Background: an optimization exercise with open tools, aiming at small area. Do not read the settings as production practice.
Function was checked by simulation only, so behaviour that the tests miss may differ from the original.
Power and IR drop assume default switching activity.

==> design.v <==
module Top(
  input         clock,
  input         reset,
  input         io_top_wr,
  input         io_top_rd,
  input  [3:0]  io_top_address,
  input  [31:0] io_top_wdata,
  output [31:0] io_top_rdata,
  input  [3:0]  io_top_length,
  input         io_top_ready,
  input         io_top_rddatavalid
);
  reg        busy;         
  reg [3:0]  r_len;
  reg [3:0]  r_address;
  reg [31:0] r_wdata;
  reg        r_wr;
  reg        r_rd;
  reg [2:0]  r_cnt;        
  reg        read_wait;
  reg [31:0] rf [0:9];
  wire        busy_d, r_wr_d, r_rd_d, read_wait_d, wd_ld, wd_hold, wen, ren;
  wire [3:0]  r_len_d, r_address_d;
  wire [2:0]  r_cnt_d;
  Ctrl u_ctrl (
    .reset(reset), .wr(io_top_wr), .rd(io_top_rd), .address(io_top_address),
    .length(io_top_length), .ready(io_top_ready), .rddatavalid(io_top_rddatavalid),
    .busy(busy), .r_len(r_len), .r_address(r_address), .r_wr(r_wr), .r_rd(r_rd),
    .r_cnt(r_cnt), .read_wait(read_wait),
    .busy_d(busy_d), .r_len_d(r_len_d), .r_address_d(r_address_d), .r_wr_d(r_wr_d),
    .r_rd_d(r_rd_d), .r_cnt_d(r_cnt_d), .read_wait_d(read_wait_d),
    .wd_ld(wd_ld), .wd_hold(wd_hold), .wen(wen), .ren(ren));
  always @(posedge clock) begin
    busy      <= busy_d;
    r_len     <= r_len_d;
    r_address <= r_address_d;
    r_wr      <= r_wr_d;
    r_rd      <= r_rd_d;
    r_cnt     <= r_cnt_d;
    read_wait <= read_wait_d;
  end
  wire [31:0] wd_next;
  Ao22 #(.W(32)) u_wd (.a(wd_ld), .b(io_top_wdata), .c(wd_hold), .d(r_wdata), .y(wd_next));
  always @(posedge clock)
    r_wdata <= wd_next;
  wire [9:0] we, keep, rs;
  RowDec u_dec (.addr(r_address), .wen(wen), .ren(ren), .we(we), .keep(keep), .rs(rs));
  wire [31:0] rq [0:9];
  genvar g, b;
  generate
    for (g = 0; g < 10; g = g + 1) begin : g_row
      wire [31:0] d;
      assign rq[g] = rf[g];
      Ao22 #(.W(32)) u_next (.a(we[g]), .b(r_wdata), .c(keep[g]), .d(rf[g]), .y(d));
      always @(posedge clock)
        rf[g] <= d;
    end
    for (b = 0; b < 32; b = b + 1) begin : g_bit
      RdSel u_sel (.s(rs), .d({rq[9][b], rq[8][b], rq[7][b], rq[6][b], rq[5][b],
                               rq[4][b], rq[3][b], rq[2][b], rq[1][b], rq[0][b]}),
                   .y(io_top_rdata[b]));
    end
  endgenerate
endmodule
module Ao22 #(parameter W = 1) (
  input          a,
  input  [W-1:0] b,
  input          c,
  input  [W-1:0] d,
  output [W-1:0] y
);
  genvar i;
  generate
    for (i = 0; i < W; i = i + 1) begin : g
      Ao22Bit u (.a(a), .b(b[i]), .c(c), .d(d[i]), .y(y[i]));
    end
  endgenerate
endmodule
module Ao22Bit(
  input  a, b, c, d,
  output y
);
  assign y = (a & b) | (c & d);
endmodule
module RowDec(
  input  [3:0] addr,
  input        wen,
  input        ren,
  output [9:0] we,
  output [9:0] keep,
  output [9:0] rs
);
  wire [3:0] nlo;
  Or2    g_l0 (.a(addr[1]), .b(addr[0]), .y(nlo[0]));
  Nand2b g_l1 (.an(addr[1]), .b(addr[0]), .y(nlo[1]));
  Nand2b g_l2 (.an(addr[0]), .b(addr[1]), .y(nlo[2]));
  Nand2  g_l3 (.a(addr[1]), .b(addr[0]), .y(nlo[3]));
  wire [2:0] hi;
  Nor2   g_h0 (.a(addr[3]), .b(addr[2]), .y(hi[0]));
  AndN   g_h1 (.a(addr[2]), .b(addr[3]), .y(hi[1]));
  AndN   g_h2 (.a(addr[3]), .b(addr[2]), .y(hi[2]));
  wire [2:0] nwh, nrh;
  genvar g;
  generate
    for (g = 0; g < 3; g = g + 1) begin : g_hi
      Nand2 g_w (.a(wen), .b(hi[g]), .y(nwh[g]));
      Nand2 g_r (.a(ren), .b(hi[g]), .y(nrh[g]));
    end
    for (g = 0; g < 10; g = g + 1) begin : g_row
      Nor2 g_we (.a(nwh[g / 4]), .b(nlo[g % 4]), .y(we[g]));
      Or2  g_kp (.a(nwh[g / 4]), .b(nlo[g % 4]), .y(keep[g]));
      Nor2 g_rs (.a(nrh[g / 4]), .b(nlo[g % 4]), .y(rs[g]));
    end
  endgenerate
endmodule
module RdSel(
  input  [9:0] s,
  input  [9:0] d,
  output       y
);
  wire n0, n1, n2, n3;
  Aoi222 u0 (.a(s[0]), .b(d[0]), .c(s[1]), .d(d[1]), .e(s[2]), .f(d[2]), .y(n0));
  Aoi222 u1 (.a(s[3]), .b(d[3]), .c(s[4]), .d(d[4]), .e(s[5]), .f(d[5]), .y(n1));
  Aoi222 u2 (.a(s[6]), .b(d[6]), .c(s[7]), .d(d[7]), .e(s[8]), .f(d[8]), .y(n2));
  Nand2 u3 (.a(s[9]), .b(d[9]), .y(n3));
  Nand4 u4 (.a(n0), .b(n1), .c(n2), .d(n3), .y(y));
endmodule
module Aoi222(
  input  a, b, c, d, e, f,
  output y
);
  assign y = ~((a & b) | (c & d) | (e & f));
endmodule
module Nand2(
  input  a, b,
  output y
);
  assign y = ~(a & b);
endmodule
module Nand4(
  input  a, b, c, d,
  output y
);
  assign y = ~(a & b & c & d);
endmodule
module Ctrl(
  input        reset,
  input        wr,
  input        rd,
  input  [3:0] address,
  input  [3:0] length,
  input        ready,
  input        rddatavalid,
  input        busy,
  input  [3:0] r_len,
  input  [3:0] r_address,
  input        r_wr,
  input        r_rd,
  input  [2:0] r_cnt,
  input        read_wait,
  output       busy_d,
  output [3:0] r_len_d,
  output [3:0] r_address_d,
  output       r_wr_d,
  output       r_rd_d,
  output [2:0] r_cnt_d,
  output       read_wait_d,
  output       wd_ld,
  output       wd_hold,
  output       wen,
  output       ren
);
  wire ncmd, cnt0, nlg, nrg, rdy_nr, nbeat, beat, nbusy;
  Nor2  g_ncmd (.a(wr), .b(rd), .y(ncmd));                       
  Nor3  g_cnt0 (.a(r_cnt[0]), .b(r_cnt[1]), .c(r_cnt[2]), .y(cnt0));
  Nor3  g_nlg  (.a(length[1]), .b(length[2]), .c(length[3]), .y(nlg));    
  Nor3  g_nrg  (.a(r_len[1]), .b(r_len[2]), .c(r_len[3]), .y(nrg));       
  AndN  g_rdnr (.a(ready), .b(r_rd), .y(rdy_nr));                
  Nor2  g_nbt  (.a(rdy_nr), .b(rddatavalid), .y(nbeat));         
  Inv   g_beat (.a(nbeat), .y(beat));
  Inv   g_nb   (.a(busy), .y(nbusy));
  wire stay, go, busy_m;
  Nand2 g_stay (.a(beat), .b(nrg), .y(stay));
  Nor2  g_go   (.a(ncmd), .b(nlg), .y(go));
  Mux2i g_bm   (.s(busy), .a0(go), .a1(stay), .y(busy_m));
  Nor2  g_bd   (.a(reset), .b(busy_m), .y(busy_d));
  wire x_ie, nie, en_ld, en_hm, en_hold;
  AndN  g_xie  (.a(nlg), .b(cnt0), .y(x_ie));                    
  Or2   g_nie  (.a(ncmd), .b(x_ie), .y(nie));
  Nor3  g_enld (.a(reset), .b(busy), .c(nie), .y(en_ld));
  Mux2i g_enhm (.s(busy), .a0(nie), .a1(stay), .y(en_hm));
  Nor2  g_enh  (.a(reset), .b(en_hm), .y(en_hold));
  Ao22Bit g_wr (.a(en_hold), .b(r_wr), .c(en_ld), .d(wr), .y(r_wr_d));
  Ao22Bit g_rd (.a(en_hold), .b(r_rd), .c(en_ld), .d(rd), .y(r_rd_d));
  wire ncc, ld_i, ld_b, sel, ld_h;
  Nand2b g_ncc (.an(ncmd), .b(cnt0), .y(ncc));                   
  Nor3  g_ldi  (.a(reset), .b(busy), .c(ncc), .y(ld_i));
  Nor4  g_ldb  (.a(reset), .b(nbusy), .c(nbeat), .d(nrg), .y(ld_b));
  Mux2i g_sel  (.s(busy), .a0(ncc), .a1(nbeat), .y(sel));        
  Nor2  g_ldh  (.a(reset), .b(sel), .y(ld_h));
  wire [3:0] dec, inc;
  wire n01, n012, a01, a012;
  Inv   g_d0   (.a(r_len[0]), .y(dec[0]));
  Xnor2 g_d1   (.a(r_len[1]), .b(r_len[0]), .y(dec[1]));
  Nor2  g_n01  (.a(r_len[1]), .b(r_len[0]), .y(n01));
  Xor2  g_d2   (.a(r_len[2]), .b(n01), .y(dec[2]));
  Nor3  g_n012 (.a(r_len[2]), .b(r_len[1]), .c(r_len[0]), .y(n012));
  Xor2  g_d3   (.a(r_len[3]), .b(n012), .y(dec[3]));
  Inv   g_i0   (.a(r_address[0]), .y(inc[0]));
  Xor2  g_i1   (.a(r_address[1]), .b(r_address[0]), .y(inc[1]));
  And2  g_a01  (.a(r_address[1]), .b(r_address[0]), .y(a01));
  Xor2  g_i2   (.a(r_address[2]), .b(a01), .y(inc[2]));
  And3  g_a012 (.a(r_address[2]), .b(r_address[1]), .c(r_address[0]), .y(a012));
  Xor2  g_i3   (.a(r_address[3]), .b(a012), .y(inc[3]));
  genvar i;
  generate
    for (i = 0; i < 4; i = i + 1) begin : g_la
      wire nl, na;
      Aoi222 g_l (.a(ld_b), .b(dec[i]), .c(ld_i), .d(length[i]), .e(ld_h), .f(r_len[i]), .y(nl));
      Inv    g_li (.a(nl), .y(r_len_d[i]));
      Aoi222 g_a (.a(ld_b), .b(inc[i]), .c(ld_i), .d(address[i]), .e(ld_h), .f(r_address[i]), .y(na));
      Inv    g_ai (.a(na), .y(r_address_d[i]));
    end
  endgenerate
  wire nrdy_c, c_im, c_inc, c_hold, c1x, c01, c2x;
  Nor2  g_nrc  (.a(ncmd), .b(ready), .y(nrdy_c));                
  Mux2i g_cim  (.s(busy), .a0(nrdy_c), .a1(nbeat), .y(c_im));
  Nor2  g_cinc (.a(reset), .b(c_im), .y(c_inc));
  Nor3b g_chld (.a(reset), .b(busy), .cn(ncmd), .y(c_hold));     
  Mux2  g_c0   (.s(r_cnt[0]), .a0(c_inc), .a1(c_hold), .y(r_cnt_d[0]));
  Xor2  g_c1x  (.a(r_cnt[1]), .b(r_cnt[0]), .y(c1x));
  Ao22Bit g_c1 (.a(c_inc), .b(c1x), .c(c_hold), .d(r_cnt[1]), .y(r_cnt_d[1]));
  And2  g_c01  (.a(r_cnt[1]), .b(r_cnt[0]), .y(c01));
  Xor2  g_c2x  (.a(r_cnt[2]), .b(c01), .y(c2x));
  Ao22Bit g_c2 (.a(c_inc), .b(c2x), .c(c_hold), .d(r_cnt[2]), .y(r_cnt_d[2]));
  wire t_v, q1, rdo, go_on, q0, q_m;
  Nand2 g_tv   (.a(rddatavalid), .b(nlg), .y(t_v));
  Mux2  g_q1   (.s(busy), .a0(t_v), .a1(stay), .y(q1));
  And3b g_rdo  (.an(wr), .b(rd), .c(ready), .y(rdo));
  Nor2  g_gon  (.a(nbeat), .b(nrg), .y(go_on));                  
  Mux2  g_q0   (.s(busy), .a0(rdo), .a1(go_on), .y(q0));
  Mux2i g_qm   (.s(read_wait), .a0(q0), .a1(q1), .y(q_m));
  Nor2  g_qd   (.a(reset), .b(q_m), .y(read_wait_d));
  wire wc, nwc, wl_m, wh_m;
  And2  g_wc   (.a(wr), .b(cnt0), .y(wc));
  Inv   g_nwc  (.a(wc), .y(nwc));
  Mux2i g_wlm  (.s(busy), .a0(wc), .a1(go_on), .y(wl_m));
  Nor2  g_wl   (.a(reset), .b(wl_m), .y(wd_ld));
  Mux2i g_whm  (.s(busy), .a0(nwc), .a1(nbeat), .y(wh_m));
  Nor2  g_wh   (.a(reset), .b(wh_m), .y(wd_hold));
  And2  g_wen  (.a(beat), .b(r_wr), .y(wen));
  And4b g_ren  (.an(r_wr), .b(read_wait), .c(rddatavalid), .d(r_rd), .y(ren));
endmodule
module Inv(input a, output y);                 assign y = ~a; endmodule
module And2(input a, b, output y);             assign y = a & b; endmodule
module And3(input a, b, c, output y);          assign y = a & b & c; endmodule
module AndN(input a, b, output y);             assign y = a & ~b; endmodule
module And3b(input an, b, c, output y);        assign y = ~an & b & c; endmodule
module And4b(input an, b, c, d, output y);     assign y = ~an & b & c & d; endmodule
module Or2(input a, b, output y);              assign y = a | b; endmodule
module Nor2(input a, b, output y);             assign y = ~(a | b); endmodule
module Nor3(input a, b, c, output y);          assign y = ~(a | b | c); endmodule
module Nor3b(input a, b, cn, output y);        assign y = ~(a | b) & cn; endmodule
module Nor4(input a, b, c, d, output y);       assign y = ~(a | b | c | d); endmodule
module Nand2b(input an, b, output y);          assign y = an | ~b; endmodule
module Xor2(input a, b, output y);             assign y = a ^ b; endmodule
module Xnor2(input a, b, output y);            assign y = ~(a ^ b); endmodule
module Mux2(input s, a0, a1, output y);        assign y = s ? a1 : a0; endmodule
module Mux2i(input s, a0, a1, output y);       assign y = ~(s ? a1 : a0); endmodule
==> flow/run.sh <==
#!/bin/bash
# Own layout flow: the standard layout (standard.sh, unchanged synthesis) with these
# additions:
#  - the port buffers are sky130_fd_sc_hd__buf_1 (one buffer on every input and output)
#  - the clock tree is built from clkbuf_8 clusters of up to 16 sinks, without dummy loads
#  - after placement, flow/downsize.tcl sets cells that placement upsized back to a
#    smaller drive where slew, capacitance and setup slack allow
# Each tool's output goes to its own log here: standard_place.log, downsize.log,
# standard_finish.log; each ORFS step also logs to orfs/logs/.
set -euo pipefail
ARGS=(
  "BUFFER_PORTS_ARGS=-buffer_cell sky130_fd_sc_hd__buf_1"
  "CTS_ARGS=-sink_clustering_enable -repair_clock_nets -buf_list sky130_fd_sc_hd__clkbuf_8 -sink_clustering_size 16 -sink_clustering_max_diameter 80 -dont_use_dummy_load"
)
bash standard.sh "${ARGS[@]}" place > standard_place.log 2>&1
RESULTS=$PWD/orfs/results/$FLOW_PLATFORM/Top/base openroad -no_init -exit flow/downsize.tcl > downsize.log 2>&1
bash standard.sh "${ARGS[@]}" finish > standard_finish.log 2>&1
==> flow/downsize.tcl <==
# Area recovery after placement: cells that the timing-driven placement upsized
# (or buffers it inserted) are set back to a smaller drive strength of the same
# function when that keeps every pin's slew under 1.2 ns (the library allows 1.5 ns),
# every driver's load under 60% of its max capacitance, and at least 0.5 ns of
# setup slack.
# Flip-flops and clock cells are not touched. Placement stays legal: a smaller
# drive of the same cell is never wider.
set results $::env(RESULTS)
read_liberty $::env(FLOW_HOME)/platforms/sky130hd/lib/sky130_fd_sc_hd__tt_025C_1v80.lib
read_db $results/3_place.odb
read_sdc $results/3_place.sdc
source $::env(FLOW_HOME)/platforms/sky130hd/setRC.tcl
set_max_transition 1.2 [current_design]
estimate_parasitics -placement
set v0 [sta::max_slew_violation_count]
set c0 [expr {min(0.4, [sta::max_capacitance_check_slack_limit])}]
puts "before: slew violations $v0, worst cap slack/limit [sta::max_capacitance_check_slack_limit], worst setup slack [sta::worst_slack_cmd max]"
report_design_area
foreach inst [get_cells *] {
  set m [get_property $inst ref_name]
  if {[regexp {df|clkbuf|clkinv} $m]} continue
  if {![regexp {^(sky130_fd_sc_hd__\w+)_([248])$} $m -> base sz]} continue
  foreach s {1 2} {
    if {$s >= $sz} continue
    set new ${base}_$s
    if {[catch {replace_cell $inst $new}]} continue
    estimate_parasitics -placement
    if {[sta::max_slew_violation_count] > $v0 || [sta::max_capacitance_check_slack_limit] < $c0
        || [sta::worst_slack_cmd max] < 0.5e-9} {
      replace_cell $inst $m
    } else {
      puts "resized [get_full_name $inst] $m -> $new"
      break
    }
  }
}
estimate_parasitics -placement
puts "after: worst cap slack/limit [sta::max_capacitance_check_slack_limit], worst setup slack [sta::worst_slack_cmd max]"
report_design_area
check_placement
write_db $results/3_place.odb
==> standard.sh <==
#!/bin/bash
# synth_recipe.tcl (not shown) runs the flow's synth.tcl, then flattens the netlist and writes it again
# the make line also repeats each setting of config.mk as NAME=value (left out here)
make -C /OpenROAD-flow-scripts/flow DESIGN_CONFIG=/design/flow/config.mk WORK_HOME=/design/flow/orfs CLKGATE_MAP_FILE= SYNTH_SCRIPT=/design/flow/synth_recipe.tcl "${@:-finish}"
==> config.mk <==
export PLATFORM = sky130hd
export DESIGN_NAME = Top
export DESIGN_NICKNAME = Top
export VERILOG_FILES = /design/flow/design.v
export SDC_FILE = /design/flow/constraint.sdc
export NUM_CORES = 4
export LEC_CHECK = 0
export CAP_MARGIN = 0
export CORE_MARGIN = 2
export CORE_UTILIZATION = 40
export CTS_BUF_LIST = sky130_fd_sc_hd__clkbuf_16
export CTS_CLUSTER_DIAMETER = 100
export CTS_CLUSTER_SIZE = 25
export SLEW_MARGIN = 0
export SYNTH_HIERARCHICAL = 1
==> constraint.sdc <==
create_clock -name core_clock -period 5.0 [get_ports {clock}]
set_input_delay 1.0000 -clock core_clock [delete_from_list [all_inputs] [get_ports {clock}]]
set_output_delay 1.0000 -clock core_clock [all_outputs]
set_load 0.01 [all_outputs]
==> flow_summary.json <==
{
  "dr.pass1.iters": 6,
  "ys_ff_latch": 367,
  "fin_crit_sh": 0.922,
  "nets": 1173,
  "ys_types": 21,
  "worstPathMaxFanout": 13,
  "numPortBuffers": 77,
  "grt_pass1_wl_mm": 60.3,
  "start_util": 0.408,
  "cpPeakStageDelay_ns": 0.87,
  "hold_buffers": 0,
  "max_freq_mhz": 217,
  "path_class": "register to output port",
  "whs_ns": 0.478,
  "place.gp.congestion": 0.736,
  "finalHoldViolations": 0,
  "hold_class": "register to register",
  "cap_viol_max_count": 0,
  "seqCellArea_mm2": 0.00735,
  "cts_buffers": 26,
  "ios": 78,
  "final_common_cell": "dfxtp_1",
  "worstSetupStartpointType": "register",
  "die_y_um": 181,
  "synth.net_count": 1045,
  "final_util": 0.450,
  "clk_pin_slew_worst_paths_ns": 0.10,
  "slowest_stage": "nor2_2",
  "core_area_mm2": 0.0307,
  "syn_inst": 999,
  "place_inst": 1495,
  "reg2reg_setup_slack_ns": 1.66,
  "grt_pass1_vias": 9734,
  "clockBufferDepth": 3,
  "synth.avg_cell_area_um2": 12.5,
  "synth.cell_area_mm2": 0.0125,
  "fill_cells": 2859,
  "rsz0062_at_grt": "false",
  "grt_usage": 0.232,
  "synth-warning-count": 9,
  "p_leak_nw": 5.09,
  "cts_root_buf": "clkbuf_8",
  "gr-total-overflow": 0,
  "crit_top_cell": "buf_1",
  "slew_headroom": 0.201,
  "wl_per_cell_um": 25.8,
  "worst_pin_slew_ns": 1.20,
  "fin_setup_tns_ns": 0,
  "area_growth_pct": 10.4,
  "path_cells": "nand2b_1 -> nor2_2 -> buf_1 -> a222oi_1 -> nand4_1 -> buf_1",
  "ant_nets": 0,
  "outcome": "finished clean",
  "slew_viol_final": 0,
  "cp_data_required_time_ns": 4.00,
  "grt_use_met2": 0.356,
  "cts_tree": "built",
  "route.detailed.drc": 0,
  "final_cells": 1521,
  "std_cell_rows": 64,
  "startpoint": "r_address[0]$_DFF_P_",
  "reg2reg_depth": 8,
  "wl_mm": 39.3,
  "clk_latency_ns": 0.58,
  "dpl.hpwl_mm": 21.9,
  "met1_usage": 0.341,
  "drtIter0Drc": 1339,
  "p_per_area_mw_per_mm2": 381,
  "diodes": 0,
  "post_cts_resized": 0,
  "drive_gt1_frac": 0.0542,
  "r2r_end": "rf[2][3]$_DFF_P_",
  "htreeDepth": 1,
  "cts_sinks": 367,
  "ys_seq_area_frac": 0.587,
  "final_cell_mix": "367 x dfxtp_1, 356 x a22o_1, 104 x a222oi_1",
  "grt_antenna_before_repair": 0,
  "grt.busiest_layer": "met2",
  "crit_arrival_ns": 3.61,
  "die-width_um": 181,
  "setup_violations": 0,
  "post-cts-setup-buffer-count": 0,
  "reg2reg_from": "r_rd$_DFF_P_",
  "grt_util_met3": 0.0312,
  "endpoint": "io_top_rdata[25]",
  "fin_skew_ns": 0.00781,
  "via_count": 10000,
  "avgViaCountPerCell": 6.58,
  "peakVddDrop_mv": 0.221,
  "die_area_mm2": 0.0327,
  "grt_start_max_net_pins": 33,
  "end_kind": "output port",
  "multi_input_area_mm2": 0.00516,
  "finalCriticalPeriod_ns": 4.61
}
==> modules after synthesis, one instance, submodules excluded, a selection <==
| module | flops+latches | area (um^2) | copies in the design |
|---|---|---|---|
| Nor3b | 0 | 12.5 | 1 |
| Inv | 0 | 3.75 | 13 |
| Aoi222 | 0 | 10.0 | 104 |
| And3b | 0 | 8.76 | 1 |
| Xor2 | 0 | 8.76 | 7 |
| Top | 367 | 7350 | 1 |
| Mux2 | 0 | 15.0 | 3 |
| Nor3 | 0 | 10.0 | 6 |
| And2 | 0 | 6.26 | 4 |
| Or2 | 0 | 6.26 | 12 |
| Xnor2 | 0 | 8.76 | 1 |
| Nand2b | 0 | 6.26 | 3 |
==> final cells by class <==
class / instances / share of cell area
clock buffer: 26 / 0.0259
inverter: 13 / 0.00353
timing repair buffer: 100 / 0.0285
sequential: 367 / 0.532
tap: 396 / 0.0359
multi-input combinational: 619 / 0.374
==> per-stage QoR <==
step / area (um^2) / power (mW) / setup slack [ns]
3_5_place_dp: 13600 / 3.96 / 0.887
4_1_cts: 13800 / 5.28 / 0.524
6_report: 13800 / 5.26 / 0.390
5_1_grt: 13800 / 5.47 / 0.268
3_3_place_gp: 13600 / 3.95 / 0.892
2_1_floorplan: 12500 / 3.78 / 1.23
==> cells by family (layout without fill, tap and decap cells) <==
logic type      count (synthesis)  count (layout)  share of synthesized area
compound gates                460             460                      0.333
flops                         367             367                      0.587
simple gates                  141             141                     0.0612
buf+inv                        13             139                    0.00390
mux                            10              10                    0.00920
xor+xnor                        8               8                    0.00560
==> cells in the mapped netlist (all sizes together) <==
library cell	count	area share
nor4	1	0.0010
nor2b	4	0.0044
nand2b	3	0.0015
nand2	41	0.012
nor3b	1	0.0010
xor2	7	0.0049
dfxtp	367	0.59
nor2	34	0.010
or2	12	0.0060
inv	13	0.0039
nand4	32	0.016
xnor2	1	0.00070
and3	1	0.00050
and4b	1	0.00080
a22o	356	0.25
nor3	6	0.0048
and3b	1	0.00070
and2	4	0.0020
a222oi	104	0.083
mux2i	7	0.0056
mux2	3	0.0036
==> how the worst min path moves through the flow <==
stage	start	slack (ns)	depth (start not counted)	endpoint
global route	rf[9][19]$_DFF_P_	0.49	1	rf[9][19]$_DFF_P_
global placement	rf[2][7]$_DFF_P_	0.45	1	rf[2][7]$_DFF_P_
CTS	rf[1][31]$_DFF_P_	0.48	1	rf[1][31]$_DFF_P_
finish	rf[9][19]$_DFF_P_	0.48	1	rf[9][19]$_DFF_P_
floorplan	rf[0][0]$_DFF_P_	0.44	1	rf[0][0]$_DFF_P_
detailed placement	rf[7][16]$_DFF_P_	0.45	1	rf[7][16]$_DFF_P_
==> worst max-delay path: cells and delay by family (launching register included) <==
kind,cells,cell delay (ns)
AO/OA/AOI/OAI,1,0.24
flip-flops,1,0.49
AND/OR/NAND/NOR,3,1.42
buffers and inverters,2,0.88
==> sequential cells by signal, indices dropped and copies added, names as in the netlist <==
signal,cells
r_cnt,3
r_wr,1
r_wdata,32
r_rd,1
read_wait,1
r_address,4
r_len,4
rf,320
busy,1
==> per-layer routing <==
metal,share of wire,wire [um],vias up
li1,-,-,4478
met1,0.46,17900,5046
met2,0.45,17500,417
met3,0.076,2970,62
met4,0.023,904,0
met5,0,0,-
==> report_power, final <==
| part | switching (mW) | internal (mW) |
|---|---|---|
| Combinational | 0.188 | 0.233 |
| Sequential | 0.252 | 3.22 |
| Clock | 0.903 | 0.467 |

-- re-timing with driven ports --
How much do the figures lean on ideal ports? The routed layout below was timed once more, with nothing changed but the port constraints.
Step 1: set_driving_cell puts a clkbuf_16 on clock and a buf_2 on each other input, an assumption about the parent block.
Step 2 also shifts input and output timing later by t, the mid clock arrival at the registers, as if the neighbouring blocks saw the same clock.
Slacks: no drivers / after step 1 / after step 2; pairs: no drivers / after step 1.
t (ns): 0.622
setup WS [ns]: 0.390 / 0.342 / 0.371
latest minus earliest clock arrival (ns): 0.011 / 0.010
worst data-port slew with drivers (ns): 0.03
After both steps setup and hold are still met in this run. For this run, drivers alone change the setup slack by -0.048 ns; drivers and shift together by -0.019 ns.
